Background: an optimization exercise with open tools, aiming at small area. Do not read the settings as production practice.
Function was checked by simulation only, so behaviour that the tests miss may differ from the original.
Power figures rest on the tool's default switching activity, not on a simulated workload.

$ cat flow/design.v
module musicbox(clk, rst, buzz);
  input clk;
  wire clk;
  input rst;
  wire rst;
  output buzz;
  reg buzz;
  wire _000_;
  wire _001_;
  wire _002_;
  wire _003_;
  wire _004_;
  wire _005_;
  wire _006_;
  wire _007_;
  wire _008_;
  wire _009_;
  wire _010_;
  wire _011_;
  wire _012_;
  wire _013_;
  wire _014_;
  wire _015_;
  wire _016_;
  wire _017_;
  wire _018_;
  wire _019_;
  wire _020_;
  wire _021_;
  wire _022_;
  wire _023_;
  wire _024_;
  wire _025_;
  wire _026_;
  wire _027_;
  wire _028_;
  wire _029_;
  wire _030_;
  wire _031_;
  wire _032_;
  wire _033_;
  wire _034_;
  wire _035_;
  wire _036_;
  wire _037_;
  wire _038_;
  wire _039_;
  wire _040_;
  wire _041_;
  wire _042_;
  wire _043_;
  wire _044_;
  wire _045_;
  wire _046_;
  wire _047_;
  wire _048_;
  wire _049_;
  wire _050_;
  wire _051_;
  wire _052_;
  wire _053_;
  wire _054_;
  wire _055_;
  wire _056_;
  wire _057_;
  wire _058_;
  wire _059_;
  wire _060_;
  wire _061_;
  wire _062_;
  wire _063_;
  wire _064_;
  wire _065_;
  wire _066_;
  wire _067_;
  wire _068_;
  wire _069_;
  wire _070_;
  wire _071_;
  wire _072_;
  wire _073_;
  wire _074_;
  wire _075_;
  wire _076_;
  wire _077_;
  wire _078_;
  wire _079_;
  wire _080_;
  wire _081_;
  wire _082_;
  wire _083_;
  wire _084_;
  wire _085_;
  wire _086_;
  wire _087_;
  wire _088_;
  wire _089_;
  wire _090_;
  wire _091_;
  wire _092_;
  wire _093_;
  wire _094_;
  wire _095_;
  wire _096_;
  wire _097_;
  wire _098_;
  wire _099_;
  wire _100_;
  wire _101_;
  wire _102_;
  wire _103_;
  wire _104_;
  wire _105_;
  wire _106_;
  wire _107_;
  wire _108_;
  wire _109_;
  wire _110_;
  wire _111_;
  wire _112_;
  wire _113_;
  wire _114_;
  wire _115_;
  wire _116_;
  wire _117_;
  wire _118_;
  wire _119_;
  wire _120_;
  wire _121_;
  wire _122_;
  wire _123_;
  wire _124_;
  wire _125_;
  wire _126_;
  wire _127_;
  wire _128_;
  wire _129_;
  wire _130_;
  wire _131_;
  wire _132_;
  wire _133_;
  wire _134_;
  wire _135_;
  wire _136_;
  wire _137_;
  wire _138_;
  wire _139_;
  wire _140_;
  wire _141_;
  wire _142_;
  wire _143_;
  wire _144_;
  wire _145_;
  wire _146_;
  wire _147_;
  wire _148_;
  wire _149_;
  wire _150_;
  wire _151_;
  wire _152_;
  wire _153_;
  wire _154_;
  wire _155_;
  wire _156_;
  wire _157_;
  wire _158_;
  wire _159_;
  wire _160_;
  wire _161_;
  wire _162_;
  wire _163_;
  wire _164_;
  wire _165_;
  wire _166_;
  wire _167_;
  wire _168_;
  wire _169_;
  wire _170_;
  wire _171_;
  wire _172_;
  wire _173_;
  wire _174_;
  wire _175_;
  wire _176_;
  wire _177_;
  wire _178_;
  wire _179_;
  wire _180_;
  wire _181_;
  wire _182_;
  wire _183_;
  wire _184_;
  wire _185_;
  wire _186_;
  wire _187_;
  wire _188_;
  wire _189_;
  wire _190_;
  wire _191_;
  wire _192_;
  wire _193_;
  wire _194_;
  wire _195_;
  wire _196_;
  wire _197_;
  wire _198_;
  wire _199_;
  wire _200_;
  wire _201_;
  wire _202_;
  wire _203_;
  wire _204_;
  wire _205_;
  wire _206_;
  wire _207_;
  wire _208_;
  wire _209_;
  wire _210_;
  wire _211_;
  wire _212_;
  wire _213_;
  wire _214_;
  wire _215_;
  wire _216_;
  wire _217_;
  wire _218_;
  wire _219_;
  wire _220_;
  wire _221_;
  wire _222_;
  wire _223_;
  wire _224_;
  wire _225_;
  wire _226_;
  wire _227_;
  wire _228_;
  wire _229_;
  wire _230_;
  wire _231_;
  wire _232_;
  wire _233_;
  wire _234_;
  wire _235_;
  wire _236_;
  wire _237_;
  wire _238_;
  wire _239_;
  wire _240_;
  wire _241_;
  wire _242_;
  wire _243_;
  wire _244_;
  wire _245_;
  wire _246_;
  wire _247_;
  wire _248_;
  wire _249_;
  wire _250_;
  wire _251_;
  wire _252_;
  wire _253_;
  wire _254_;
  wire _255_;
  wire _256_;
  wire _257_;
  wire _258_;
  wire _259_;
  wire _260_;
  wire _261_;
  wire _262_;
  wire _263_;
  wire _264_;
  wire _265_;
  wire _266_;
  wire _267_;
  wire _268_;
  wire _269_;
  wire _270_;
  wire _271_;
  wire _272_;
  wire _273_;
  wire _274_;
  wire _275_;
  wire _276_;
  wire _277_;
  wire _278_;
  wire _279_;
  wire _280_;
  wire _281_;
  wire _282_;
  wire _283_;
  wire _284_;
  wire _285_;
  wire _286_;
  wire _287_;
  wire _288_;
  wire _289_;
  wire _290_;
  wire _291_;
  wire _292_;
  wire _293_;
  wire _294_;
  wire _295_;
  wire _296_;
  wire _297_;
  wire _298_;
  wire _299_;
  wire _300_;
  wire _301_;
  wire _302_;
  wire _303_;
  wire _304_;
  wire _305_;
  wire _306_;
  wire _307_;
  wire _308_;
  wire _309_;
  wire _310_;
  wire _311_;
  wire _312_;
  wire _313_;
  wire _314_;
  wire _315_;
  wire _316_;
  wire _317_;
  wire _318_;
  wire _319_;
  wire _320_;
  wire _321_;
  wire _322_;
  wire _323_;
  wire _324_;
  wire _325_;
  wire _326_;
  wire _327_;
  wire _328_;
  wire _329_;
  wire _330_;
  wire _331_;
  wire _332_;
  wire _333_;
  wire _334_;
  wire _335_;
  wire _336_;
  wire _337_;
  wire _338_;
  wire _339_;
  wire _340_;
  wire _341_;
  wire _342_;
  wire _343_;
  wire _344_;
  wire _345_;
  wire _346_;
  wire _347_;
  reg [7:0] bcnt;
  reg [14:0] cnt;
  reg gap;
  reg [7:0] pos;
  assign _316_ = ~pos[7];
  assign _317_ = pos[3] & ~(pos[6]);
  assign _318_ = ~_317_;
  assign _319_ = pos[2] & pos[4];
  assign _320_ = pos[5] & ~(_319_);
  assign _321_ = _320_ | _318_;
  assign _322_ = pos[2] & ~(pos[1]);
  assign _323_ = ~_322_;
  assign _324_ = pos[5] & pos[4];
  assign _325_ = pos[3] & ~(_324_);
  assign _326_ = ~(_325_ | _323_);
  assign _327_ = ~pos[0];
  assign _328_ = ~pos[4];
  assign _329_ = pos[2] & pos[1];
  assign _330_ = _329_ & ~(_328_);
  assign _331_ = _327_ & ~(_330_);
  assign _332_ = ~pos[3];
  assign _333_ = pos[0] & ~(pos[2]);
  assign _334_ = ~_333_;
  assign _335_ = ~pos[5];
  assign _336_ = pos[1] & pos[0];
  assign _337_ = _336_ | _335_;
  assign _338_ = _334_ & ~(_337_);
  assign _339_ = _332_ & ~(_338_);
  assign _340_ = _339_ | _331_;
  assign _341_ = ~pos[2];
  assign _342_ = pos[5] & pos[3];
  assign _343_ = ~(pos[4] | pos[0]);
  assign _344_ = ~(_343_ & pos[1]);
  assign _345_ = _344_ & ~(_342_);
  assign _346_ = _341_ & ~(_345_);
  assign _347_ = ~(pos[1] | pos[4]);
  assign _033_ = ~_347_;
  assign _034_ = pos[2] & ~(pos[3]);
  assign _035_ = ~(pos[5] | pos[2]);
  assign _036_ = ~(_035_ | _034_);
  assign _037_ = ~(_036_ | _033_);
  assign _038_ = _336_ & ~(pos[5]);
  assign _039_ = _334_ & ~(_038_);
  assign _040_ = pos[4] & ~(_039_);
  assign _041_ = _040_ | _037_;
  assign _042_ = _041_ | _346_;
  assign _043_ = _340_ & ~(_042_);
  assign _044_ = _326_ & ~(_043_);
  assign _045_ = pos[1] | pos[3];
  assign _046_ = pos[0] & ~(_045_);
  assign _047_ = ~pos[6];
  assign _048_ = pos[1] & pos[3];
  assign _049_ = _048_ & _333_;
  assign _050_ = _049_ | _047_;
  assign _051_ = ~(_050_ | _046_);
  assign _052_ = _342_ & _329_;
  assign _053_ = ~(_048_ | _333_);
  assign _054_ = _328_ & ~(_053_);
  assign _055_ = ~(_054_ | _052_);
  assign _056_ = ~(_055_ & _051_);
  assign _057_ = _056_ | _044_;
  assign _058_ = ~(_034_ & _335_);
  assign _059_ = _336_ & ~(_058_);
  assign _060_ = ~(pos[2] | pos[3]);
  assign _061_ = _060_ & ~(_336_);
  assign _062_ = _061_ | _059_;
  assign _063_ = _057_ & ~(_062_);
  assign _064_ = _063_ & _321_;
  assign _065_ = _316_ & ~(_064_);
  assign _066_ = pos[5] & ~(pos[6]);
  assign _067_ = _065_ & ~(_066_);
  assign _068_ = pos[0] | ~(pos[2]);
  assign _069_ = ~_329_;
  assign _070_ = _048_ & ~(pos[5]);
  assign _071_ = _069_ & ~(_070_);
  assign _072_ = _068_ & ~(_071_);
  assign _073_ = pos[5] & ~(pos[1]);
  assign _074_ = _073_ & ~(pos[2]);
  assign _075_ = _074_ & ~(_332_);
  assign _076_ = _034_ & ~(pos[0]);
  assign _077_ = _076_ & ~(pos[1]);
  assign _078_ = _077_ | _054_;
  assign _079_ = _078_ | _075_;
  assign _080_ = _079_ | _072_;
  assign _081_ = ~(pos[2] | pos[0]);
  assign _082_ = _070_ & ~(_081_);
  assign _083_ = pos[6] | ~(pos[7]);
  assign _084_ = _083_ | _082_;
  assign _085_ = _084_ | ~(_080_);
  assign _086_ = _085_ & ~(_065_);
  assign _087_ = _329_ & ~(_317_);
  assign _088_ = ~(pos[5] | pos[6]);
  assign _089_ = ~(_034_ & pos[0]);
  assign _090_ = _088_ & ~(_089_);
  assign _091_ = ~(_090_ | _087_);
  assign _092_ = _063_ & ~(_091_);
  assign _093_ = _328_ & ~(_063_);
  assign _094_ = _038_ & _319_;
  assign _095_ = pos[2] & ~(pos[4]);
  assign _096_ = _095_ & ~(_332_);
  assign _097_ = _038_ | ~(_337_);
  assign _098_ = _096_ & ~(_097_);
  assign _099_ = _098_ | _094_;
  assign _100_ = _047_ & ~(_099_);
  assign _101_ = _100_ | _051_;
  assign _102_ = _053_ | ~(_045_);
  assign _103_ = _102_ & ~(_326_);
  assign _104_ = _101_ & ~(_103_);
  assign _105_ = _104_ | _088_;
  assign _106_ = _105_ | _093_;
  assign _107_ = _343_ & ~(_106_);
  assign _108_ = ~(_107_ | _092_);
  assign _109_ = _033_ & ~(_070_);
  assign _110_ = _095_ | _327_;
  assign _111_ = ~(_110_ | _109_);
  assign _112_ = _342_ & _322_;
  assign _113_ = _112_ | pos[6];
  assign _114_ = _113_ | _111_;
  assign _115_ = ~(_114_ | _043_);
  assign _116_ = pos[7] & ~(_115_);
  assign _117_ = ~(_116_ | _108_);
  assign _118_ = _322_ & ~(_327_);
  assign _119_ = _328_ & ~(_118_);
  assign _120_ = _342_ & ~(_119_);
  assign _121_ = pos[1] | pos[0];
  assign _122_ = _342_ | _121_;
  assign _123_ = _095_ & ~(_122_);
  assign _124_ = _123_ | _083_;
  assign _125_ = _124_ | _120_;
  assign _126_ = _099_ & ~(_125_);
  assign _127_ = _342_ | _324_;
  assign _128_ = ~(pos[3] & pos[4]);
  assign _129_ = _121_ & ~(_128_);
  assign _130_ = _127_ & ~(_129_);
  assign _131_ = _316_ & ~(_130_);
  assign _132_ = _070_ | pos[6];
  assign _133_ = pos[2] & ~(_073_);
  assign _134_ = _133_ | _096_;
  assign _135_ = _134_ | _132_;
  assign _136_ = _135_ | _131_;
  assign _137_ = _086_ & ~(_136_);
  assign _138_ = _137_ | _126_;
  assign _139_ = ~(_138_ | _117_);
  assign _140_ = _139_ & _086_;
  assign _141_ = ~(_140_ | _037_);
  assign _142_ = pos[3] | pos[0];
  assign _143_ = _142_ | _141_;
  assign _144_ = _048_ & _346_;
  assign _145_ = _144_ | _125_;
  assign _146_ = _143_ & ~(_145_);
  assign _147_ = _146_ | _067_;
  assign _148_ = _045_ & ~(_076_);
  assign _149_ = _088_ & ~(_148_);
  assign _150_ = _106_ & ~(_149_);
  assign _151_ = _316_ & ~(_150_);
  assign _152_ = ~(_151_ | _116_);
  assign _153_ = ~_152_;
  assign _154_ = ~(_153_ & _140_);
  assign _155_ = _154_ | _147_;
  assign _156_ = rst | gap;
  assign _157_ = _155_ & ~(_156_);
  assign _158_ = ~bcnt[0];
  assign _159_ = ~(bcnt[1] & bcnt[3]);
  assign _160_ = _159_ | _158_;
  assign _161_ = _160_ | _086_;
  assign _162_ = bcnt[3] | bcnt[5];
  assign _163_ = _140_ & ~(_162_);
  assign _164_ = bcnt[0] | ~(bcnt[1]);
  assign _165_ = _163_ & ~(_164_);
  assign _166_ = _161_ & ~(_165_);
  assign _167_ = _147_ & ~(_166_);
  assign _168_ = ~bcnt[5];
  assign _169_ = _139_ | _168_;
  assign _170_ = bcnt[0] & ~(_169_);
  assign _171_ = ~bcnt[4];
  assign _172_ = _171_ & ~(_147_);
  assign _173_ = _172_ & _170_;
  assign _174_ = _173_ | _167_;
  assign _175_ = bcnt[6] | ~(bcnt[2]);
  assign _176_ = _175_ | _152_;
  assign _177_ = _174_ & ~(_176_);
  assign _178_ = ~bcnt[6];
  assign _179_ = _096_ & _087_;
  assign _180_ = ~(_179_ | _146_);
  assign _181_ = ~(_152_ & bcnt[3]);
  assign _182_ = _181_ | _180_;
  assign _183_ = ~bcnt[1];
  assign _184_ = ~(_170_ & _183_);
  assign _185_ = _184_ | _182_;
  assign _186_ = bcnt[2] | bcnt[5];
  assign _187_ = _186_ | _086_;
  assign _188_ = _187_ | _152_;
  assign _189_ = _188_ & ~(_163_);
  assign _190_ = _172_ & ~(_189_);
  assign _191_ = _185_ & ~(_190_);
  assign _192_ = _191_ | _178_;
  assign _193_ = ~(_192_ & bcnt[7]);
  assign _194_ = _193_ | _177_;
  assign _195_ = ~(bcnt[0] & bcnt[2]);
  assign _196_ = _195_ | _178_;
  assign _197_ = _196_ | _162_;
  assign _198_ = _197_ | _152_;
  assign _199_ = _198_ | _139_;
  assign _200_ = _199_ | _180_;
  assign _201_ = _159_ | _178_;
  assign _202_ = _201_ | _169_;
  assign _203_ = _175_ | _162_;
  assign _204_ = ~(_203_ | _086_);
  assign _205_ = _202_ & ~(_204_);
  assign _206_ = _205_ | _153_;
  assign _207_ = _180_ & ~(_206_);
  assign _208_ = _207_ | bcnt[7];
  assign _209_ = _200_ & ~(_208_);
  assign _210_ = _194_ & ~(_209_);
  assign _211_ = bcnt[5] | ~(bcnt[4]);
  assign _212_ = ~(_211_ | _175_);
  assign _213_ = ~(_212_ & _140_);
  assign _214_ = _213_ | _182_;
  assign _215_ = _158_ & ~(_214_);
  assign _216_ = _215_ | _210_;
  assign _217_ = ~(_216_ ^ buzz);
  assign _000_ = _157_ & ~(_217_);
  assign _218_ = pos[4] & ~(pos[5]);
  assign _219_ = _047_ & ~(_218_);
  assign _220_ = _058_ & ~(_219_);
  assign _221_ = _220_ | _316_;
  assign _222_ = _095_ & ~(_335_);
  assign _223_ = _336_ & ~(_035_);
  assign _224_ = _223_ | _318_;
  assign _225_ = _224_ | _222_;
  assign _226_ = _106_ & ~(_225_);
  assign _227_ = ~(_336_ & pos[5]);
  assign _228_ = _066_ & ~(_068_);
  assign _229_ = _227_ & ~(_228_);
  assign _230_ = _341_ & ~(_121_);
  assign _231_ = _230_ | _074_;
  assign _232_ = _229_ & ~(_231_);
  assign _233_ = _332_ & ~(_232_);
  assign _234_ = _233_ | _090_;
  assign _235_ = ~(_234_ | _226_);
  assign _236_ = _235_ & ~(_347_);
  assign _237_ = _236_ ^ _343_;
  assign _238_ = _237_ | _221_;
  assign _239_ = pos[0] | ~(pos[1]);
  assign _240_ = _342_ & ~(_239_);
  assign _241_ = _083_ | _118_;
  assign _242_ = ~(_241_ | _240_);
  assign _243_ = _242_ & ~(_111_);
  assign _244_ = _323_ & ~(_096_);
  assign _245_ = _244_ | _327_;
  assign _246_ = _081_ | _326_;
  assign _247_ = _246_ | _050_;
  assign _248_ = _245_ & ~(_247_);
  assign _249_ = _248_ | pos[7];
  assign _250_ = _235_ & ~(_249_);
  assign _251_ = _250_ | _243_;
  assign _252_ = _238_ & ~(_251_);
  assign _253_ = ~(cnt[10] & cnt[11]);
  assign _254_ = cnt[8] & cnt[9];
  assign _255_ = ~(_254_ & cnt[5]);
  assign _256_ = _255_ | _253_;
  assign _257_ = cnt[1] | ~(cnt[4]);
  assign _258_ = cnt[2] | ~(cnt[13]);
  assign _259_ = _258_ | _257_;
  assign _260_ = ~(cnt[14] & cnt[0]);
  assign _261_ = cnt[6] | ~(cnt[7]);
  assign _262_ = gap | ~(cnt[12]);
  assign _263_ = _262_ | _261_;
  assign _264_ = _263_ | _260_;
  assign _265_ = _264_ | _259_;
  assign _266_ = _265_ | _256_;
  assign _267_ = ~(_266_ | _252_);
  assign _268_ = _267_ | gap;
  assign _269_ = cnt[3] | ~(cnt[6]);
  assign _270_ = cnt[7] | ~(gap);
  assign _271_ = _270_ | _269_;
  assign _272_ = ~(_271_ | _256_);
  assign _273_ = _272_ | rst;
  assign _001_ = _268_ & ~(_273_);
  assign _274_ = ~_272_;
  assign _275_ = gap | cnt[6];
  assign _276_ = ~(cnt[12] & cnt[7]);
  assign _277_ = _276_ | _260_;
  assign _278_ = _277_ | _259_;
  assign _279_ = _278_ | _256_;
  assign _280_ = _279_ | _275_;
  assign _281_ = _252_ & ~(_280_);
  assign _282_ = _274_ & ~(_281_);
  assign _283_ = pos[0] & ~(_282_);
  assign _284_ = _283_ & ~(_069_);
  assign _285_ = _284_ | pos[3];
  assign _286_ = ~(pos[7] & pos[6]);
  assign _287_ = _329_ & ~(_286_);
  assign _288_ = ~(_287_ | rst);
  assign _289_ = ~_288_;
  assign _290_ = _285_ & ~(_289_);
  assign _291_ = _284_ & ~(_332_);
  assign _002_ = _290_ & ~(_291_);
  assign _292_ = _252_ & ~(_266_);
  assign _293_ = _274_ & ~(_292_);
  assign _294_ = _293_ | _327_;
  assign _295_ = pos[1] & ~(_294_);
  assign _296_ = _295_ | pos[2];
  assign _297_ = _296_ & ~(_289_);
  assign _003_ = _297_ & ~(_284_);
  assign _298_ = _283_ | pos[1];
  assign _299_ = _289_ | _295_;
  assign _004_ = _298_ & ~(_299_);
  assign _300_ = _282_ ^ pos[0];
  assign _005_ = ~(_300_ | _289_);
  assign _301_ = _289_ | _272_;
  assign _302_ = _301_ | ~(_266_);
  assign _006_ = ~(_302_ | cnt[12]);
  assign _007_ = ~(_302_ | cnt[11]);
  assign _008_ = ~(_302_ | cnt[10]);
  assign _009_ = ~(_302_ | cnt[9]);
  assign _010_ = ~(_302_ | cnt[8]);
  assign _011_ = ~(_302_ | cnt[7]);
  assign _012_ = ~(_302_ | cnt[6]);
  assign _013_ = _288_ & ~(cnt[5]);
  assign _014_ = ~(_302_ | cnt[4]);
  assign _015_ = ~(_302_ | cnt[3]);
  assign _016_ = ~(_302_ | cnt[2]);
  assign _017_ = ~(_302_ | cnt[1]);
  assign _018_ = ~(_302_ | cnt[0]);
  assign _303_ = ~(cnt[14] ^ cnt[0]);
  assign _019_ = ~(_303_ | _302_);
  assign _304_ = _216_ | ~(_157_);
  assign _020_ = _168_ & ~(_304_);
  assign _021_ = _171_ & ~(_304_);
  assign _022_ = ~(_304_ | bcnt[3]);
  assign _023_ = _178_ & ~(_304_);
  assign _024_ = ~(_302_ | cnt[13]);
  assign _305_ = _291_ & _324_;
  assign _306_ = _305_ & ~(_047_);
  assign _307_ = _316_ & ~(_306_);
  assign _025_ = _288_ & ~(_307_);
  assign _026_ = ~(_304_ | bcnt[2]);
  assign _027_ = _183_ & ~(_304_);
  assign _028_ = _158_ & ~(_304_);
  assign _308_ = ~(bcnt[7] ^ bcnt[2]);
  assign _029_ = ~(_308_ | _304_);
  assign _309_ = _288_ & ~(_305_);
  assign _310_ = ~(rst | pos[6]);
  assign _311_ = _310_ & ~(_309_);
  assign _312_ = _309_ & ~(_047_);
  assign _030_ = _312_ | _311_;
  assign _313_ = _291_ & ~(_328_);
  assign _314_ = _335_ & ~(_313_);
  assign _031_ = _309_ & ~(_314_);
  assign _315_ = _291_ ^ _328_;
  assign _032_ = _288_ & ~(_315_);
  always @(posedge clk)
    bcnt[0] <= _029_;
  always @(posedge clk)
    bcnt[1] <= _028_;
  always @(posedge clk)
    bcnt[2] <= _027_;
  always @(posedge clk)
    bcnt[3] <= _026_;
  always @(posedge clk)
    bcnt[4] <= _022_;
  always @(posedge clk)
    bcnt[5] <= _021_;
  always @(posedge clk)
    bcnt[6] <= _020_;
  always @(posedge clk)
    bcnt[7] <= _023_;
  always @(posedge clk)
    cnt[0] <= _019_;
  always @(posedge clk)
    cnt[1] <= _018_;
  always @(posedge clk)
    cnt[2] <= _017_;
  always @(posedge clk)
    cnt[3] <= _016_;
  always @(posedge clk)
    cnt[4] <= _015_;
  always @(posedge clk)
    cnt[5] <= _014_;
  always @(posedge clk)
    cnt[6] <= _013_;
  always @(posedge clk)
    cnt[7] <= _012_;
  always @(posedge clk)
    cnt[8] <= _011_;
  always @(posedge clk)
    cnt[9] <= _010_;
  always @(posedge clk)
    cnt[10] <= _009_;
  always @(posedge clk)
    cnt[11] <= _008_;
  always @(posedge clk)
    cnt[12] <= _007_;
  always @(posedge clk)
    cnt[13] <= _006_;
  always @(posedge clk)
    cnt[14] <= _024_;
  always @(posedge clk)
    pos[0] <= _005_;
  always @(posedge clk)
    pos[1] <= _004_;
  always @(posedge clk)
    pos[2] <= _003_;
  always @(posedge clk)
    pos[3] <= _002_;
  always @(posedge clk)
    pos[4] <= _032_;
  always @(posedge clk)
    pos[5] <= _031_;
  always @(posedge clk)
    pos[6] <= _030_;
  always @(posedge clk)
    pos[7] <= _025_;
  always @(posedge clk)
    buzz <= _000_;
  always @(posedge clk)
    gap <= _001_;
endmodule
$ cat flow/flow/run.sh
#!/bin/bash
cp standard.sh synth_recipe.tcl config.mk out/ 2>/dev/null
bash standard.sh > standard.log 2>&1
$ cat flow/standard.sh
#!/bin/bash
# synth_recipe.tcl (not shown) runs the flow's synth.tcl, then flattens the netlist and writes it again
# the make line also repeats each setting of config.mk as NAME=value (left out here)
make -C /OpenROAD-flow-scripts/flow DESIGN_CONFIG=/design/flow/config.mk WORK_HOME=/design/flow/orfs CLKGATE_MAP_FILE= SYNTH_SCRIPT=/design/flow/synth_recipe.tcl "${@:-finish}"
$ cat flow/config.mk
export PLATFORM = sky130hd
export DESIGN_NAME = musicbox
export DESIGN_NICKNAME = musicbox
export VERILOG_FILES = /design/flow/design.v
export SDC_FILE = /design/flow/constraint.sdc
export NUM_CORES = 4
export LEC_CHECK = 0
export ABC_AREA = 1
export CAP_MARGIN = 20
export CORE_MARGIN = 2
export CORE_UTILIZATION = 60
export SLEW_MARGIN = 20
$ cat flow/constraint.sdc
create_clock -name core_clock -period 100.0 [get_ports {clk}]
set_input_delay 20.0000 -clock core_clock [delete_from_list [all_inputs] [get_ports {clk}]]
set_output_delay 20.0000 -clock core_clock [all_outputs]
set_load 0.01 [all_outputs]
==> results of run 1 <==
worst max path at each step:
stage | start | endpoint | slack [ns] | cells past startpoint
2_1_floorplan | rst | cnt[10] | 79.05 | 6
3_3_place_gp | rst | cnt[11] | 78.51 | 6
3_5_place_dp | rst | cnt[7] | 78.43 | 6
4_1_cts | buzz | buzz | 78.77 | 1
5_1_grt | rst | cnt[7] | 78.63 | 6
6_report | rst | cnt[7] | 78.78 | 6
critical path: stages:
cell,delay (ns)
clkdlybuf4s50_1,0.50
inv_1,0.07
o21ai_0,0.19
inv_1,0.21
nand2_1,0.38
nor2_1,0.08
state kept, by name, summed over array words and instances (netlist names), named ones only:
register,flops
cnt,15
gap,1
buzz,1
bcnt,8
pos,7
routing by layer:
| metal | vias up | part of all wire [%] | track usage, % |
|---|---|---|---|
| met5 | - | 0 | 0 |
| met4 | 0 | 2.1 | 9.73 |
| met3 | 12 | 9.0 | 7.45 |
| met2 | 101 | 42 | 41.1 |
| met1 | 862 | 47 | 38.6 |
| li1 | 1023 | - | - |
cell usage in the layout (no fill, tap or decap), types with 2 or more instances in the layout:
cell             count
clkbuf_4             5
nor2_2              10
nand2_1             72
nand3_1             23
o21ai_0             12
nand3_2              2
nor4_1               3
a21oi_1              9
inv_2                5
o21ai_1              3
o211ai_1             7
o2111ai_1            3
nand4_1              9
clkdlybuf4s50_1      2
dfxtp_1             32
nor3_1               6
nor2_1              47
inv_1               34
ha_1                 3
a21oi_2              3
clkinv_2             2
nand2_2              8
area by class of cell:
class | instances | area, um^2 | share of cell area, %
multi-input cells | 227 | 1130 | 54.3
inverters | 41 | 156 | 7.50
clock buffers | 6 | 41.3 | 1.98
clock inverters | 2 | 10.0 | 0.480
flip-flops and latches | 33 | 671 | 32.2
well taps | 44 | 55.1 | 2.64
repair buffers | 2 | 20.0 | 0.960
logic make-up after synthesis:
group | after synthesis | share of synthesized area (%)
buf+inv | 48 | 10.2
flops | 33 | 33.4
xor+xnor | 1 | 0.437
fa+ha+maj | 3 | 1.87
simple gates | 181 | 40.7
compound gates | 42 | 13.4
stage by stage:
step	util [%]	instances	area [um^2]
final	66.6	355	2080
after global routing	66.6	355	2080
after CTS	66.6	355	2080
after detailed placement	65.0	347	2030
after global placement	65.0	347	2030
after floorplan	-	308	2010
power by group:
part	switching (mW)	leakage, nW	total, mW	internal, mW
clock	0.00428	0.0320	0.00695	0.00267
sequential	0.00102	0.275	0.0153	0.0143
combinational	0.00175	0.606	0.00282	0.00107
total	0.00705	0.913	0.0251	0.0180
==> reports/metrics.yaml, run 1 <==
outcome: "finished clean"
critPathMaxFanout: 14
nets: 315
reg2reg_to: "pos[4]"
numCtsBuffers: 5
worst_r2r_path_depth: 25
routabilityCongestion: 0.955
wl_per_cell_um: 13.3
synth_most_common_cell: "nand2_1"
grt_max_degree: 16
cts_tree: "yes"
hpwl_um: 3600
core_um2: 3130
synth.cell_area_um2: 2010
io_pins: 3
synth.net_count: 313
clk_pin_slew_ns: 0.10
fin_ws_ns: 78.78
synth_cells: 308
synthTopCellsByArea: "dfxtp_1, nand2_1, nor2_1"
grt_pass1_wl_um: 7670
cts_resized: 0
wirelength_um: 4740
relSlewSlack_pct: 65.6
globalRouteTotalUtil_pct: 27.6
p_total_mw: 0.0251
hold-path-endpoint: "cnt[11]"
die_h_um: 61.8
route.vias.total: 1998
max_freq_ghz: 0.0471
area_delta_synth_final_pct: 3.93
worst_pin_slew_ns: 0.516
overflow: 0
crit_required_ns: 100.22
setup_tns_ns: 0
r2r-start: "pos[5]"
first_pass_iters: 5
finalHoldViolCount: 0
synthTopCellsByCount: "nand2_1, nor2_1, inv_1"
vdd_drop_max_uv: 12.0
cts_num_sinks: 33
yosys.area.top_type: "dfxtp_1"
async_flop_share_pct: 0
fin_skew_ns: 0.00717
postCtsHoldBufs: 0
fp.dieArea_um2: 3820
power_leakage_nw: 0.913
rsz0062_at_grt: "no"
fp-row-count: 20
htree_levels: 2
hp-class: "register to register"
power.density_nw_per_um2: 12.0
crit_type: "primary input to register"
die_w_um: 61.8
root_buffer: "clkbuf_4"
period_share_pct: 21.2
port_buffers: 2
synth_edf_count: 1
ys.flop_type: "dfxtp_1"
viasPerCell: 5.63
synth_cell_types: 33
holdCritStartpoint: "cnt[10]"
syn-mean-instance-area_um2: 6.51
maxCapViolations: 0
drive_gt1_share_pct: 12.5
holdPathStages: 1
ys_ff_latch: 33
yosysWarningCount: 1
clk_latency_ns: 0.33
antenna_found_initial: 0
synth_seq_area_share_pct: 33.4
yosysTopAreaCellShare_pct: 31.9
slew_violations: 0
ant_nets: 0
hold-worst-slack_ns: 0.418
grt_pass1_vias: 1697
fillCellCount: 304
period_minus_slack_ns: 21.22
diodes: 0
place_ws_ns: 78.43
rrSetupSlack_ns: 96.46
cp.arrival_ns: 21.43
cp-start-kind: "primary input"
start_util_pct: 64.1
drc_errors: 0
drtIter0Drc: 240
postCtsSetupBuffers: 0
setup.worst_path.end_class: "register"
setup-violations-final: 0
ctsLongestPathBuffers: 2
==> inputs of run 2 (changes only) <==
==> flow/run.sh (new file) <==
#!/bin/bash
# synth_recipe.tcl (not shown) runs the flow's synth.tcl, then flattens the netlist and writes it again
# the make line also repeats each setting of config.mk as NAME=value (left out here)
make -C /OpenROAD-flow-scripts/flow DESIGN_CONFIG=/design/flow/config.mk WORK_HOME=/design/flow/orfs CLKGATE_MAP_FILE= SYNTH_SCRIPT=/design/flow/synth_recipe.tcl finish
removed: flow/flow/run.sh
removed: flow/standard.sh
==> run 2 against run 1 <==
- sequential power is essentially flat
- sequential share of layout area is the same
- register-to-register slack is essentially flat
- combinational power is essentially flat
- design area is the same
- setup slack is the same
- cell count is the same
- global-route usage is the same
- largest power group unchanged
- highest routed layer unchanged
==> reports/metrics.yaml, run 2 <==
setup_tns_ns: 0  # unchanged
nets: 315  # unchanged
max_freq_ghz: 0.0471  # unchanged
hp-class: "register to register"  # unchanged
p_switching_mw: 0.00705  # unchanged
rrSetupSlack_ns: 96.46  # about the same
viasPerCell: 5.63  # unchanged
die_h_um: 61.8  # unchanged
fp-row-count: 20  # unchanged
io_pins: 3  # unchanged
design_area_um2: 2080  # unchanged
globalRouteTotalUtil_pct: 27.6  # unchanged
setup.worst_path.end_class: "register"  # unchanged
seq_power_share_pct: 61.0  # about the same
layout_common_cells: "nand2_1, nor2_1, inv_1"  # unchanged
synth.cell_area_um2: 2010  # unchanged
comb_power_share_pct: 11.2  # about the same
postCtsSetupBuffers: 0  # unchanged
port_buffers: 2  # unchanged
period_minus_slack_ns: 21.22  # unchanged
layout_commonest_cell: "nand2_1"  # unchanged
synth_cells: 308  # unchanged
grt_pass1_vias: 1697  # unchanged
area_delta_synth_final_pct: 3.93  # unchanged
relSlewSlack_pct: 65.6  # unchanged
drtIter0Drc: 240  # unchanged
hold-path-endpoint: "cnt[11]"  # unchanged
wl_per_cell_um: 13.3  # unchanged
worst_pin_slew_ns: 0.516  # unchanged
rsz0062_at_grt: "no"  # unchanged
worst-path-buf-inv: 3  # unchanged
cts_num_sinks: 33  # unchanged
hpwl_um: 3600  # unchanged
htree_levels: 2  # unchanged
cp.arrival_ns: 21.43  # about the same
ctsLongestPathBuffers: 2  # unchanged
slew_violations: 0  # unchanged
postCtsHoldBufs: 0  # unchanged
largestRegisters: "cnt (15), bcnt (8), pos (7)"  # unchanged
overflow: 0  # unchanged
p_int_mw: 0.0180  # unchanged
synth_edf_count: 1  # unchanged
crit_path_frequent_cell: "inv_1"  # unchanged
core_um2: 3130  # unchanged
vdd_drop_max_uv: 12.0  # unchanged
cp-startpoint: "rst"  # unchanged
placed_area_um2: 2030  # unchanged
maxCapViolations: 0  # unchanged
ant_nets: 0  # unchanged
power.density_nw_per_um2: 12.0  # unchanged
synth.net_count: 313  # unchanged
ys_ff_latch: 33  # unchanged
power_leakage_nw: 0.913  # unchanged
outcome: "finished clean"  # unchanged
regMostFlops: "cnt"  # unchanged
wirelength_um: 4740  # unchanged
grt_max_degree: 16  # unchanged
yosysTopAreaCellShare_pct: 31.9  # unchanged
root_buffer: "clkbuf_4"  # unchanged
cts_tree: "yes"  # unchanged
pwr-share-clk_pct: 27.7  # about the same
cp_slowest_stage_delay_ns: 0.50  # about the same
holdCritStartpoint: "cnt[10]"  # unchanged
crit_type: "primary input to register"  # unchanged
numCtsBuffers: 5  # unchanged
synthTopCellsByCount: "nand2_1, nor2_1, inv_1"  # unchanged
worst_r2r_path_depth: 25  # unchanged
route.vias.total: 1998  # unchanged
holdPathStages: 1  # unchanged
fp.dieArea_um2: 3820  # unchanged
synth_seq_area_share_pct: 33.4  # unchanged
synth_most_common_cell: "nand2_1"  # unchanged
finalHoldViolCount: 0  # unchanged
setup-violations-final: 0  # unchanged
drc_errors: 0  # unchanged
diodes: 0  # unchanged
path_cells: "clkdlybuf4s50_1, inv_1, o21ai_0, inv_1, nand2_1, nor2_1"  # unchanged
cts_resized: 0  # unchanged
crit_required_ns: 100.22  # about the same
reg2reg_to: "pos[4]"  # unchanged
crit_slowest_cell: "clkdlybuf4s50_1"  # unchanged
synthTopCellsByArea: "dfxtp_1, nand2_1, nor2_1"  # unchanged
fin_skew_ns: 0.00717  # unchanged
routabilityCongestion: 0.955  # unchanged
drive_gt1_share_pct: 12.5  # unchanged
clk_pin_slew_ns: 0.10  # about the same
antenna_found_initial: 0  # unchanged
yosysWarningCount: 1  # unchanged
first_pass_iters: 5  # unchanged
grt_pass1_wl_um: 7670  # unchanged
critPathMaxFanout: 14  # unchanged
r2r-start: "pos[5]"  # unchanged
cp-start-kind: "primary input"  # unchanged
async_flop_share_pct: 0  # unchanged
period_share_pct: 21.2  # unchanged
largest_register_ffs: 15  # unchanged
syn-mean-instance-area_um2: 6.51  # unchanged
synth_cell_types: 33  # unchanged
clk_latency_ns: 0.33  # about the same
ys.flop_type: "dfxtp_1"  # unchanged
die_w_um: 61.8  # unchanged
yosys.area.top_type: "dfxtp_1"  # unchanged
start_util_pct: 64.1  # unchanged
p_sw_share_pct: 28.1  # unchanged
crit_family: "buffers and inverters"  # unchanged
## run 2: cell families (layout without fill, tap and decap cells)
family / Yosys count / after routing / share of synthesized area [%]
and+or+nand+nor: 181 / 181 / 40.7
buffers and inverters: 48 / 51 / 10.2
AOI/OAI and AO/OA: 42 / 42 / 13.4
DFF: 33 / 33 / 33.4
adders and majority gates: 3 / 3 / 1.87
xor gates and xnor gates: 1 / 1 / 0.437
## run 2: through the flow
stage	utilization (%)	std cells	hold slack, ns	power (mW)	worst slack, ns
final	66.6	355	0.418	0.0251	78.78
after global routing	66.6	355	0.429	0.0264	78.63
after CTS	66.6	355	0.420	0.0254	78.77
after detailed placement	65.0	347	0.406	0.0184	78.43
after global placement	65.0	347	0.403	0.0183	78.51
after floorplan	-	308	0.392	0.0175	79.05
## run 2: power by group through the flow
stage	registers, mW	clock network (mW)	logic (mW)
2_1_floorplan	0.0153	0	0.00222
3_3_place_gp	0.0156	0	0.00272
3_5_place_dp	0.0156	0	0.00281
4_1_cts	0.0153	0.00727	0.00282
5_1_grt	0.0154	0.00773	0.00321
6_report	0.0153	0.00695	0.00282
## run 2: layout make-up
type	count	area (um^2)
tap	44	55.1
sequential	33	671
clock buffer	6	41.3
multi-input combinational	227	1130
clock inverter	2	10.0
timing repair buffer	2	20.0
fill	304	1040
inverter	41	156
## run 2: worst register-to-register path, cell delays in order, from the launching register on
cell and delay (ns):
dfxtp_1 0.59, inv_1 0.23, nand2_1 0.13, nand2_1 0.06, nand2_1 0.12, nand2_1 0.07
nor2_1 0.08, nand2_1 0.09, nand2_1 0.08, nand2_2 0.07, nand2_1 0.06, nand2_1 0.06
nand2_1 0.10, o2111ai_1 0.14, nand2_1 0.09, nor2_1 0.05, xnor2_1 0.12, nand2_1 0.09
a31oi_1 0.09, nor2_1 0.15, ha_1 0.20, nand3_1 0.13, nor2_1 0.25, ha_1 0.27
inv_1 0.05, nor2_1 0.04
## run 2: routing by layer
layer  global-route usage [%]  share of wire, %  vias up
met5                        0                 0        -
met4                     9.73               2.1        0
met3                     7.45               9.0       12
met2                     41.1                42      101
met1                     38.6                47      862
li1                         -                 -     1023
## run 2: worst max path at each step
stage	depth (start not counted)	end	slack, ns
after floorplan	6	cnt[10]	79.05
after global placement	6	cnt[11]	78.51
after detailed placement	6	cnt[7]	78.43
after CTS	1	buzz	78.77
after global routing	6	cnt[7]	78.63
final	6	cnt[7]	78.78
==> inputs of run 3 (changes only) <==
==> flow/flow/run.sh (new file) <==
#!/bin/bash
# Own layout flow: the standard synthesis, then the combinational logic between the
# standard synthesis's registers is re-mapped with a stronger ABC area script (registers,
# their names and cell types are kept as the standard synthesis made them), then the standard flow's
# standard layout from floorplan to finish.
set -euo pipefail
HERE=$(pwd)
YOSYS=${YOSYS_EXE:-/OpenROAD-flow-scripts/tools/install/yosys/bin/yosys}
LIB=$FLOW_HOME/platforms/sky130hd/lib/sky130_fd_sc_hd__tt_025C_1v80.lib
R=$HERE/orfs/results/sky130hd/musicbox/base

bash standard.sh synth > $HERE/flow_synth.log 2>&1
cp $R/1_2_yosys.v $HERE/std_synth.v

DU=""
for c in $(grep -o 'sky130_fd_sc_hd__\(probe\|lpflow\)[a-z0-9_]*' $FLOW_HOME/platforms/sky130hd/config.mk | sort -u); do DU="$DU -dont_use $c"; done
SEQ=$(echo $(grep -o 'sky130_fd_sc_hd__[a-z0-9_]*' $HERE/std_synth.v | sort -u | grep -E '__(df|edf|sdf|dl|sedf|conb)' || true))
cat > $HERE/resynth.abc <<EOS
strash; dc2; &get -n; &deepsyn -T ${RESYN_T:-60} -S 1; &put; strash; dch -f; map -a; topo
EOS
cat > $HERE/resynth.ys <<EOS
read_liberty -ignore_miss_func $LIB
read_verilog $HERE/std_synth.v
hierarchy -top musicbox
setattr -mod -set keep_hierarchy 1 $SEQ
flatten
opt_clean
abc -liberty $LIB $DU -script $HERE/resynth.abc
opt_clean -purge
rename -hide w:*.*
stat -liberty $LIB
select musicbox
write_verilog -noattr -noexpr -selected $HERE/resynth.v
EOS
$YOSYS -s $HERE/resynth.ys > $HERE/flow_resynth.log 2>&1
cp $HERE/resynth.v $R/1_2_yosys.v
rm -f $R/1_synth.odb $R/1_synth.sdc
bash standard.sh finish > $HERE/flow_finish.log 2>&1
==> flow/standard.sh (new file) <==
#!/bin/bash
# synth_recipe.tcl (not shown) runs the flow's synth.tcl, then flattens the netlist and writes it again
# the make line also repeats each setting of config.mk as NAME=value (left out here)
make -C /OpenROAD-flow-scripts/flow DESIGN_CONFIG=/design/flow/config.mk WORK_HOME=/design/flow/orfs CLKGATE_MAP_FILE= SYNTH_SCRIPT=/design/flow/synth_recipe.tcl "${@:-finish}"
removed: flow/run.sh
==> run 3 against run 2 <==
- combinational power fell by 44%
- via count fell by 1.4%
- area after synthesis down 11%
- first-iteration DRC count decreased by 34%
- setup slack worse by 0.090 ns
- design area shrank 7.8%
- clock-buffer cell count rose by 2
- global-route usage rose by 2.7 points
- sequential share of layout area grew 2.7 points
==> reports/metrics.yaml, run 3 <==
finalHoldViolCount: 0  # unchanged
power_leakage_nw: 0.689  # was 0.913 nW
htree_levels: 2  # unchanged
drc_errors: 0  # unchanged
fp-row-count: 19  # was 20
largest_register_ffs: 15  # unchanged
critPathMaxFanout: 13  # was 14
layout_common_cells: "nor2_1, nand2_1, clkinv_1"  # was nand2_1, nor2_1, inv_1
crit_type: "primary input to register"  # unchanged
rsz0062_at_grt: "no"  # unchanged
wirelength_um: 4620  # was 4740 um
fin_skew_ns: 0.0141  # was 0.00717 ns
die_h_um: 58.5  # was 61.8 um
root_buffer: "clkbuf_4"  # unchanged
period_share_pct: 21.3  # was 21.2%
maxCapViolations: 0  # unchanged
drtIter0Drc: 158  # was 240
syn-mean-instance-area_um2: 6.51  # about the same
setup-violations-final: 0  # unchanged
regMostFlops: "cnt"  # unchanged
vdd_drop_max_uv: 16.3  # was 12.0 uV
die_w_um: 58.5  # was 61.8 um
final_core_utilization_pct: 69.1  # was 66.6%
worst_pin_slew_ns: 0.464  # was 0.516 ns
core_um2: 2780  # was 3130 um^2
period_minus_slack_ns: 21.31  # was 21.22 ns
hpwl_um: 3490  # was 3600 um
viasPerCell: 6.26  # was 5.63
postCtsHoldBufs: 0  # unchanged
clk_pin_slew_ns: 0.10  # about the same
crit_required_ns: 100.26  # was 100.22 ns
grt_pass1_vias: 1778  # was 1697
diodes: 0  # unchanged
start_util_pct: 64.1  # about the same
holdCritStartpoint: "cnt[11]"  # was cnt[10]
numCtsBuffers: 5  # unchanged
synth_cells: 274  # was 308
wl_per_cell_um: 14.7  # was 13.3 um
layout_commonest_cell: "nor2_1"  # was nand2_1
setup.worst_path.end_class: "register"  # unchanged
grt_pass1_wl_um: 7760  # was 7670 um
clk_latency_ns: 0.34  # was 0.33 ns
hp-class: "register to register"  # unchanged
hold-worst-slack_ns: 0.418  # about the same
max_freq_ghz: 0.0469  # was 0.0471 GHz
power.density_nw_per_um2: 13.3  # was 12.0 nW/um^2
ant_nets: 0  # unchanged
ctsLongestPathBuffers: 2  # unchanged
routabilityCongestion: 1.05  # was 0.955
fp.dieArea_um2: 3420  # was 3820 um^2
globalRouteTotalUtil_pct: 30.3  # was 27.6%
antenna_found_initial: 0  # unchanged
drive_gt1_share_pct: 3.17  # was 12.5%
cts_tree: "yes"  # unchanged
relSlewSlack_pct: 69.0  # was 65.6%
area_delta_synth_final_pct: 7.79  # was 3.93%
cp-startpoint: "rst"  # unchanged
cp-start-kind: "primary input"  # unchanged
setup_tns_ns: 0  # unchanged
first_pass_iters: 5  # unchanged
yosysWarningCount: 1  # unchanged
cts_num_sinks: 33  # unchanged
io_pins: 3  # unchanged
postCtsSetupBuffers: 0  # unchanged
cts_resized: 0  # unchanged
outcome: "finished clean"  # unchanged
slew_violations: 0  # unchanged
largestRegisters: "cnt (15), bcnt (8), pos (7)"  # unchanged
synth.cell_area_um2: 1780  # was 2010 um^2
synth.net_count: 276  # was 313
route.vias.total: 1971  # was 1998
port_buffers: 2  # unchanged
r2r-start: "pos[1]"  # was pos[5]
grt_max_degree: 14  # was 16
cp.arrival_ns: 21.57  # was 21.43 ns
overflow: 0  # unchanged
nets: 285  # was 315
-- run 3: worst paths after layout --
path              cells after the start  slack (ns)  endpoint
setup / recovery                      4       78.69    cnt[0]
hold reg to reg                       1        0.42   cnt[12]
hold / removal                        1        0.42   cnt[12]
setup reg to reg                     25       95.33   bcnt[0]
-- run 3: cell type report --
type / instances / area [um^2]
multi-input cells: 208 / 988
fillers: 234 / 860
flip-flops and latches: 33 / 671
inverters: 33 / 124
clock buffers: 8 / 80.1
well taps: 31 / 38.8
repair buffers: 2 / 20.0
-- run 3: metrics by stage --
stage / worst slack, ns / area (um^2) / std cells / power, mW
6_report: 78.69 / 1920 / 315 / 0.0255
5_1_grt: 78.50 / 1920 / 315 / 0.0264
4_1_cts: 78.70 / 1920 / 315 / 0.0256
3_5_place_dp: 78.33 / 1840 / 307 / 0.0166
3_3_place_gp: 78.42 / 1840 / 307 / 0.0165
2_1_floorplan: 79.12 / 1780 / 274 / 0.0160
-- run 3: metal layers --
metal | up-vias | routed length [um] | global-route usage (%)
li1 | 969 | - | -
met1 | 871 | 1910 | 36.3
met2 | 106 | 2130 | 48.0
met3 | 25 | 354 | 7.25
met4 | 0 | 228 | 20.3
met5 | - | 0 | 0
-- run 3: where the power goes --
group	internal (mW)	total (mW)	switching, mW	leakage, nW
sequential	0.0140	0.0147	0.000702	0.275
combinational	0.000598	0.00157	0.000973	0.370
clock	0.00496	0.00924	0.00428	0.0437
-- run 3: critical path: stages --
cell	delay, ns
clkdlybuf4s50_1	0.49
a31oi_1	0.39
nand3_1	0.43
nor3_1	0.25
==> inputs of run 4 (changes only) <==
--- a/flow/config.mk
+++ b/flow/config.mk
@@ -9,4 +9,7 @@
 export CAP_MARGIN = 20
 export CORE_MARGIN = 2
 export CORE_UTILIZATION = 60
+export CTS_BUF_LIST = sky130_fd_sc_hd__clkbuf_8
+export CTS_CLUSTER_DIAMETER = 100
+export CTS_CLUSTER_SIZE = 50
 export SLEW_MARGIN = 20
==> run 4 against run 3 <==
- sequential share of layout area decreased by 0.65 points
- utilization up 1.3 points
- sequential power about the same
- critical path depth unchanged
- register-to-register slack got worse by 0.08 ns
- first-iteration DRC count grew 13%
==> reports/metrics.yaml, run 4 <==
numCtsBuffers: 5  # unchanged
cp-start-kind: "primary input"  # unchanged
comb_power_share_pct: 5.7  # was 6.2%
p_switching_mw: 0.00665  # was 0.00595 mW
fp.dieArea_um2: 3420  # unchanged
top_layer_used: "met4"  # unchanged
cts_resized: 0  # unchanged
cp_slowest_stage_delay_ns: 0.49  # about the same
vdd_drop_max_uv: 16.0  # was 16.3 uV
clk_latency_ns: 0.29  # was 0.34 ns
layout_common_cells: "nor2_1, nand2_1, clkinv_1"  # unchanged
p_int_mw: 0.0226  # was 0.0196 mW
drive_gt1_share_pct: 3.17  # unchanged
drtIter0Drc: 178  # was 158
regMostFlops: "cnt"  # unchanged
rsz0062_at_grt: "no"  # unchanged
postCtsSetupBuffers: 0  # unchanged
ant_nets: 0  # unchanged
finalHoldViolCount: 0  # unchanged
critPathMaxFanout: 13  # unchanged
synth.cell_area_um2: 1780  # unchanged
fp-row-count: 19  # unchanged
power.density_nw_per_um2: 14.9  # was 13.3 nW/um^2
fin_skew_ns: 0.0116  # was 0.0141 ns
yosysWarningCount: 1  # unchanged
setup_tns_ns: 0  # unchanged
syn-mean-instance-area_um2: 6.51  # unchanged
slew_violations: 0  # unchanged
power_leakage_nw: 0.708  # was 0.689 nW
outcome: "finished clean"  # unchanged
seq_power_share_pct: 50.5  # was 57.6%
seq_area_um2: 671  # unchanged
relSlewSlack_pct: 67.7  # was 69.0%
grt_pass1_vias: 1887  # was 1778
fillCellCount: 223  # was 234
ctsLongestPathBuffers: 2  # unchanged
antenna_found_initial: 0  # unchanged
crit_slowest_cell: "clkdlybuf4s50_1"  # unchanged
multi_input_area_um2: 988  # unchanged
met3_wirelength_um: 466  # was 354 um
diodes: 0  # unchanged
setup.worst_path.end_class: "register"  # unchanged
die_w_um: 58.5  # unchanged
wirelength_um: 5120  # was 4620 um
synth.net_count: 276  # unchanged
io_pins: 3  # unchanged
wl_per_cell_um: 16.3  # was 14.7 um
path_cells: "clkdlybuf4s50_1, a31oi_1, nand3_1, nor2_1"  # was clkdlybuf4s50_1, a31oi_1, nand3_1, nor3_1
largestRegisters: "cnt (15), bcnt (8), pos (7)"  # unchanged
met1_length_um: 1970  # was 1910 um
overflow: 0  # unchanged
maxCapViolations: 0  # unchanged
hp-class: "register to register"  # unchanged
first_pass_iters: 5  # unchanged
crit_type: "primary input to register"  # unchanged
area_delta_synth_final_pct: 9.82  # was 7.79%
postCtsHoldBufs: 0  # unchanged
die_h_um: 58.5  # unchanged
nets: 285  # unchanged
p_sw_share_pct: 22.7  # was 23.3%
route.vias.total: 2016  # was 1971
grt_max_degree: 14  # unchanged
routabilityCongestion: 1.05  # unchanged
root_buffer: "clkbuf_8"  # was clkbuf_4
largest_register_ffs: 15  # unchanged
cts_num_sinks: 33  # unchanged
period_minus_slack_ns: 21.40  # was 21.31 ns
drc_errors: 0  # unchanged
worst_pin_slew_ns: 0.484  # was 0.464 ns
viasPerCell: 6.40  # was 6.26
hpwl_um: 3490  # unchanged
start_util_pct: 64.1  # unchanged
htree_levels: 2  # unchanged
period_share_pct: 21.4  # was 21.3%
layout_commonest_cell: "nor2_1"  # unchanged
core_um2: 2780  # unchanged
p_total_mw: 0.0293  # was 0.0255 mW
wl_met2_um: 2450  # was 2130 um
final_core_utilization_pct: 70.4  # was 69.1%
pwr-share-clk_pct: 43.8  # was 36.2%
cp.arrival_ns: 21.61  # was 21.57 ns
synth_cells: 274  # unchanged
crit_required_ns: 100.20  # was 100.26 ns
grt_pass1_wl_um: 8580  # was 7760 um
cts_tree: "yes"  # unchanged
max_freq_ghz: 0.0467  # was 0.0469 GHz
port_buffers: 2  # unchanged
clk_pin_slew_ns: 0.07  # was 0.10 ns
setup-violations-final: 0  # unchanged
globalRouteTotalUtil_pct: 33.8  # was 30.3%
==> run 4: routing by layer <==
layer / vias up / GRT usage (%)
li1: 964 / -
met1: 873 / 38.3
met2: 144 / 57.6
met3: 35 / 7.91
met4: 0 / 19.9
met5: - / 0
==> run 4: per-stage QoR <==
stage / std cells / instance area [um^2] / setup WS (ns) / hold WS [ns]
after floorplan: 274 / 1780 / 79.12 / 0.392
after global placement: 307 / 1840 / 78.42 / 0.396
after detailed placement: 307 / 1840 / 78.33 / 0.407
after CTS: 315 / 1960 / 78.64 / 0.423
after global routing: 315 / 1960 / 78.45 / 0.426
final: 315 / 1960 / 78.60 / 0.420
==> run 4: critical path, delay by kind of cell <==
kind	cells	cell delay, ns
AND/OR/NAND/NOR	2	0.71
buffers and inverters	1	0.49
AO/OA/AOI/OAI	1	0.40
==> run 4: worst paths after layout <==
kind,from,to,slack (ns),depth (start not counted)
max reg2reg,pos[1],bcnt[0],95.25,25
max,rst,cnt[10],78.60,4
min,cnt[13],cnt[14],0.42,1
min reg2reg,cnt[13],cnt[14],0.42,1
==> run 4: cell type report <==
| type | instances | area share (%) |
|---|---|---|
| multi-input cells | 208 | 50.5 |
| repair buffers | 2 | 1.02 |
| flip-flops and latches | 33 | 34.2 |
| well taps | 31 | 1.98 |
| inverters | 33 | 6.33 |
| clock buffers | 6 | 4.22 |
| clock inverters | 2 | 1.73 |
==> run 4: power groups by stage <==
| stage | combinational, mW | clock (mW) | sequential, mW |
|---|---|---|---|
| finish | 0.00167 | 0.0128 | 0.0148 |
| global route | 0.00188 | 0.0132 | 0.0148 |
| CTS | 0.00165 | 0.0129 | 0.0147 |
| detailed placement | 0.00157 | 0 | 0.0150 |
| global placement | 0.00151 | 0 | 0.0150 |
| floorplan | 0.00121 | 0 | 0.0148 |
==> inputs of run 5 (changes only) <==
--- a/flow/flow/run.sh
+++ b/flow/flow/run.sh
@@ -35,4 +35,8 @@
 $YOSYS -s $HERE/resynth.ys > $HERE/flow_resynth.log 2>&1
 cp $HERE/resynth.v $R/1_2_yosys.v
 rm -f $R/1_synth.odb $R/1_synth.sdc
-bash standard.sh finish > $HERE/flow_finish.log 2>&1
+if [[ -f $HERE/flow/cts_args.txt ]]; then
+  bash standard.sh "CTS_ARGS=$(cat $HERE/flow/cts_args.txt)" finish > $HERE/flow_finish.log 2>&1
+else
+  bash standard.sh finish > $HERE/flow_finish.log 2>&1
+fi
==> flow/flow/cts_args.txt (new file) <==
-repair_clock_nets -dont_use_dummy_load -buf_list sky130_fd_sc_hd__clkbuf_8 -root_buf sky130_fd_sc_hd__clkbuf_8 -sink_clustering_enable -sink_clustering_size 50 -sink_clustering_max_diameter 500
--- a/flow/config.mk
+++ b/flow/config.mk
@@ -9,7 +9,4 @@
 export CAP_MARGIN = 20
 export CORE_MARGIN = 2
 export CORE_UTILIZATION = 60
-export CTS_BUF_LIST = sky130_fd_sc_hd__clkbuf_8
-export CTS_CLUSTER_DIAMETER = 100
-export CTS_CLUSTER_SIZE = 50
 export SLEW_MARGIN = 20
==> run 5 against run 4 <==
- still clean
- setup slack improved by 0.047 ns
- design area shrank 2.4%
- total power decreased by 15%
- maximum frequency up 0.22%
- routed wire length shrank 8.6%
- sequential power barely moved
- area after synthesis unchanged
- worst hold slack worse by 0.0049 ns
- clock power shrank 34%
- clock-buffer cell count down 1
- combinational power down 5%
- critical path type unchanged
==> reports/metrics.yaml, run 5 <==
io_pins: 3  # unchanged
cp.arrival_ns: 21.56  # was 21.61 ns
final_core_utilization_pct: 68.7  # was 70.4%
yosysWarningCount: 1  # unchanged
core_um2: 2780  # unchanged
ant_nets: 0  # unchanged
drtIter0Drc: 150  # was 178
routabilityCongestion: 1.05  # unchanged
synth.net_count: 276  # unchanged
pwr-share-clk_pct: 34.2  # was 43.8%
cp-start-kind: "primary input"  # unchanged
seq_power_share_pct: 59.4  # was 50.5%
first_pass_iters: 6  # was 5
globalRouteTotalUtil_pct: 30.7  # was 33.8%
route.vias.total: 1964  # was 2016
largest_register_ffs: 15  # unchanged
fin_skew_ns: 0.0152  # was 0.0116 ns
p_switching_mw: 0.00573  # was 0.00665 mW
drc_errors: 0  # unchanged
hp-class: "register to register"  # unchanged
maxCapViolations: 0  # unchanged
clk_pin_slew_ns: 0.07  # about the same
met2_usage_pct: 48.5  # was 57.6%
busiest_layer: "met2"  # unchanged
postCtsSetupBuffers: 0  # unchanged
die_w_um: 58.5  # unchanged
layout_common_cells: "nor2_1, nand2_1, clkinv_1"  # unchanged
synth_cells: 274  # unchanged
max_freq_ghz: 0.0468  # was 0.0467 GHz
power.density_nw_per_um2: 13.0  # was 14.9 nW/um^2
area_delta_synth_final_pct: 7.16  # was 9.82%
hpwl_um: 3490  # unchanged
grt.met1_usage_pct: 36.6  # was 38.3%
postCtsHoldBufs: 0  # unchanged
use_met3_pct: 7.91  # unchanged
wirelength_um: 4680  # was 5120 um
fp-row-count: 19  # unchanged
grt_max_degree: 14  # unchanged
antenna_found_initial: 0  # unchanged
port_buffers: 2  # unchanged
finalHoldViolCount: 0  # unchanged
period_share_pct: 21.4  # about the same
wl_per_cell_um: 15.0  # was 16.3 um
crit_type: "primary input to register"  # unchanged
cts_tree: "yes"  # unchanged
dp_cells: 307  # unchanged
outcome: "finished clean"  # unchanged
start_util_pct: 64.1  # unchanged
comb_power_share_pct: 6.4  # was 5.7%
clk_latency_ns: 0.28  # was 0.29 ns
stdcell_count: 312  # was 315
period_minus_slack_ns: 21.36  # was 21.40 ns
syn-mean-instance-area_um2: 6.51  # unchanged
fillCellCount: 234  # was 223
grt_pass1_wl_um: 7840  # was 8580 um
drive_gt1_share_pct: 2.49  # was 3.17%
fp.dieArea_um2: 3420  # unchanged
layout_commonest_cell: "nor2_1"  # unchanged
setup_tns_ns: 0  # unchanged
numCtsBuffers: 5  # unchanged
setup.worst_path.end_class: "register"  # unchanged
power_leakage_nw: 0.682  # was 0.708 nW
viasPerCell: 6.29  # was 6.40
regMostFlops: "cnt"  # unchanged
crit_required_ns: 100.20  # about the same
slew_violations: 0  # unchanged
setup-violations-final: 0  # unchanged
p_sw_share_pct: 23.1  # was 22.7%
critPathMaxFanout: 13  # unchanged
synth.cell_area_um2: 1780  # unchanged
overflow: 0  # unchanged
htree_levels: 2  # unchanged
largestRegisters: "cnt (15), bcnt (8), pos (7)"  # unchanged
rsz0062_at_grt: "no"  # unchanged
grt_pass1_vias: 1779  # was 1887
worst_pin_slew_ns: 0.496  # was 0.484 ns
vdd_drop_max_uv: 14.8  # was 16.0 uV
cts_num_sinks: 33  # unchanged
p_int_mw: 0.0191  # was 0.0226 mW
diodes: 0  # unchanged
root_buffer: "clkbuf_8"  # unchanged
cts_resized: 0  # unchanged
ctsLongestPathBuffers: 2  # unchanged
nets: 285  # unchanged
relSlewSlack_pct: 66.8  # was 67.7%
die_h_um: 58.5  # unchanged
-- run 5: changes by cell type in the layout (fill, tap and decap cells not counted), sizes merged --
cell    before  now
bufinv       1    0
clkbuf       6    5
inv          1    0
-- run 5: area by class of cell --
cell class	instances	area, um^2	share of cell area [%]
inverters	33	124	6.48
clock buffers	5	68.8	3.60
flip-flops and latches	33	671	35.1
repair buffers	2	20.0	1.05
multi-input cells	208	988	51.7
well taps	31	38.8	2.03
-- run 5: final timing paths --
| path | from | end | slack [ns] | depth (start not counted) |
|---|---|---|---|---|
| worst max-delay path | rst | cnt[0] | 78.64 | 4 |
| worst min-delay path | cnt[13] | cnt[14] | 0.42 | 1 |
| worst max register to register | pos[1] | bcnt[0] | 95.33 | 25 |
| worst min register to register | cnt[13] | cnt[14] | 0.42 | 1 |
-- run 5: power groups by stage --
stage	Clock, mW	Sequential, mW	Combinational (mW)
2_1_floorplan	0	0.0148	0.00121
3_3_place_gp	0	0.0150	0.00151
3_5_place_dp	0	0.0150	0.00157
4_1_cts	0.00859	0.0147	0.00158
5_1_grt	0.00907	0.0148	0.00183
6_report	0.00849	0.0147	0.00158
-- run 5: metal layers --
layer  share of wire, %  vias up
met5                  0        -
met3                7.5       29
met4                5.6        0
li1                   -      964
met1                 41      862
met2                 46      109
-- run 5: worst max-delay path: stages --
cell             delay, ns
clkdlybuf4s50_1       0.49
a31oi_1               0.39
nand3_1               0.43
nor3_1                0.25
-- run 5: per-stage QoR --
step	cell area [um^2]	worst slack (ns)	power, mW	hold slack [ns]
floorplan	1780	79.12	0.0160	0.392
global placement	1840	78.42	0.0165	0.396
detailed placement	1840	78.33	0.0166	0.407
CTS	1910	78.63	0.0249	0.418
global route	1910	78.42	0.0257	0.424
finish	1910	78.64	0.0248	0.416
==> inputs of run 6 (changes only) <==
==> flow/flow/cts_args.txt (replaced) <==
-repair_clock_nets -dont_use_dummy_load -buf_list sky130_fd_sc_hd__clkbuf_4 -root_buf sky130_fd_sc_hd__clkbuf_4 -sink_clustering_enable -sink_clustering_size 12 -sink_clustering_max_diameter 100
==> run 6 against run 5 <==
- still clean
- cell count is the same
- synthesized cell count is the same
- routed wire length shrank 1.9%
- sequential cell count is the same
- largest power group unchanged
==> reports/metrics.yaml, run 6 <==
drc_errors: 0  # unchanged
finalHoldViolCount: 0  # unchanged
period_share_pct: 21.3  # was 21.4%
largest_register_ffs: 15  # unchanged
syn-mean-instance-area_um2: 6.51  # unchanged
route.vias.total: 1948  # was 1964
regMostFlops: "cnt"  # unchanged
routabilityCongestion: 1.05  # unchanged
cts_resized: 0  # unchanged
overflow: 0  # unchanged
placed_area_um2: 1840  # unchanged
viasPerCell: 6.24  # was 6.29
htree_levels: 2  # unchanged
die_h_um: 58.5  # unchanged
fin_skew_ns: 0.0232  # was 0.0152 ns
design_area_um2: 1880  # was 1910 um^2
power_leakage_nw: 0.669  # was 0.682 nW
relSlewSlack_pct: 67.3  # was 66.8%
critPathMaxFanout: 13  # unchanged
cts_tree: "yes"  # unchanged
globalRouteTotalUtil_pct: 30.3  # was 30.7%
power.density_nw_per_um2: 12.0  # was 13.0 nW/um^2
cp-start-kind: "primary input"  # unchanged
layout_commonest_cell: "nor2_1"  # unchanged
fp.dieArea_um2: 3420  # unchanged
slew_violations: 0  # unchanged
synth_cells: 274  # unchanged
drive_gt1_share_pct: 2.49  # unchanged
postCtsHoldBufs: 0  # unchanged
core_um2: 2780  # unchanged
hpwl_um: 3490  # unchanged
stdcell_count: 312  # unchanged
wl_per_cell_um: 14.7  # was 15.0 um
outcome: "finished clean"  # unchanged
ant_nets: 0  # unchanged
max_freq_ghz: 0.0469  # was 0.0468 GHz
hp-class: "register to register"  # unchanged
setup.worst_path.end_class: "register"  # unchanged
largestRegisters: "cnt (15), bcnt (8), pos (7)"  # unchanged
antenna_found_initial: 0  # unchanged
worst_pin_slew_ns: 0.488  # was 0.496 ns
vdd_drop_max_uv: 13.1  # was 14.8 uV
rsz0062_at_grt: "no"  # unchanged
ctsLongestPathBuffers: 2  # unchanged
postCtsSetupBuffers: 0  # unchanged
io_pins: 3  # unchanged
drtIter0Drc: 130  # was 150
synth.cell_area_um2: 1780  # unchanged
die_w_um: 58.5  # unchanged
first_pass_iters: 5  # was 6
clk_latency_ns: 0.34  # was 0.28 ns
crit_required_ns: 100.26  # was 100.20 ns
grt_pass1_vias: 1764  # was 1779
diodes: 0  # unchanged
port_buffers: 2  # unchanged
root_buffer: "clkbuf_4"  # was clkbuf_8
grt_max_degree: 14  # unchanged
crit_type: "primary input to register"  # unchanged
cp.arrival_ns: 21.59  # was 21.56 ns
setup-violations-final: 0  # unchanged
numCtsBuffers: 5  # unchanged
wirelength_um: 4600  # was 4680 um
yosysWarningCount: 1  # unchanged
synth.net_count: 276  # unchanged
dp_cells: 307  # unchanged
maxCapViolations: 0  # unchanged
nets: 285  # unchanged
setup_tns_ns: 0  # unchanged
clk_pin_slew_ns: 0.10  # was 0.07 ns
layout_common_cells: "nor2_1, nand2_1, clkinv_1"  # unchanged
period_minus_slack_ns: 21.32  # was 21.36 ns
grt_pass1_wl_um: 7730  # was 7840 um
fp-row-count: 19  # unchanged
p_total_mw: 0.0225  # was 0.0248 mW
start_util_pct: 64.1  # unchanged
area_delta_synth_final_pct: 5.40  # was 7.16%
cts_num_sinks: 33  # unchanged
run 6: changes by cell type in the layout (fill, tap and decap cells not counted):
cell      before  now
clkbuf_4       0    5
clkbuf_8       5    0
run 6: final timing paths:
| check | from | endpoint | slack [ns] | cells after the start |
|---|---|---|---|---|
| worst max-delay path | rst | cnt[0] | 78.68 | 4 |
| worst min-delay path | cnt[11] | cnt[12] | 0.42 | 1 |
| worst max register to register | pos[1] | bcnt[0] | 95.36 | 25 |
| worst min register to register | cnt[11] | cnt[12] | 0.42 | 1 |
run 6: layout make-up:
cell class,instances,area (um^2)
Tap cell,31,38.8
Inverter,33,124
Timing Repair Buffer,2,20.0
Sequential cell,33,671
Clock buffer,5,37.5
Multi-Input combinational cell,208,988
Fill cell,241,902
run 6: critical path, cell delays in order:
cell and delay (ns):
clkdlybuf4s50_1 0.50, a31oi_1 0.40, nand3_1 0.43, nor3_1 0.25
run 6: per-layer routing:
metal	part of all wire, %	vias to the layer above	global-route usage (%)
met5	0	-	0
li1	-	961	-
met1	40	858	36.2
met4	6.6	0	21.6
met3	7.3	34	7.25
met2	46	95	47.5
run 6: power by group:
part	switching (mW)	total [mW]	internal, mW
Combinational	0.000974	0.00157	0.000598
Clock	0.00388	0.00622	0.00234
Sequential	0.000697	0.0147	0.0140
run 6: stage by stage:
stage / util (%) / worst slack, ns / hold WS [ns]
finish: 67.6 / 78.68 / 0.417
global placement: 66.2 / 78.42 / 0.396
global route: 67.6 / 78.50 / 0.435
detailed placement: 66.2 / 78.33 / 0.407
CTS: 67.6 / 78.70 / 0.420
floorplan: - / 79.12 / 0.392

[static timing again, ports no longer ideal]
Ports are ideal in the flow. The routed layouts listed here were re-timed in OpenROAD. Step 1 sets driving cells, clkbuf_16 on the clock port and buf_2 on the other inputs (assumed; they add their load-dependent delay and slew). Step 2 adds t to the input delays and takes it off the output delays; t is the mean of the earliest and latest rising clock arrival at the registers after step 1. Input paths then give back, and output paths get back, about the clock's delay inside the block. Three values: no drivers, after step 1, after step 2; two values: the first two.
run	shift t [ns]	setup slack, ns	clock arrival spread, ns
run 1	0.352	78.784 / 78.770 / 78.434	0.007 / 0.007
run 2	0.352	78.784 / 78.770 / 78.434	0.007 / 0.007
run 3	0.354	78.695 / 78.697 / 78.343	0.014 / 0.014
run 4	0.310	78.596 / 78.601 / 78.291	0.012 / 0.012
run 5	0.301	78.642 / 78.646 / 78.345	0.015 / 0.015
run 6	0.351	78.678 / 78.677 / 78.327	0.024 / 0.023
After both steps setup and hold are still met in every run listed. The setup slack of run 3, which loses most, moves by +0.002 ns with the drivers and by -0.352 ns with both steps.
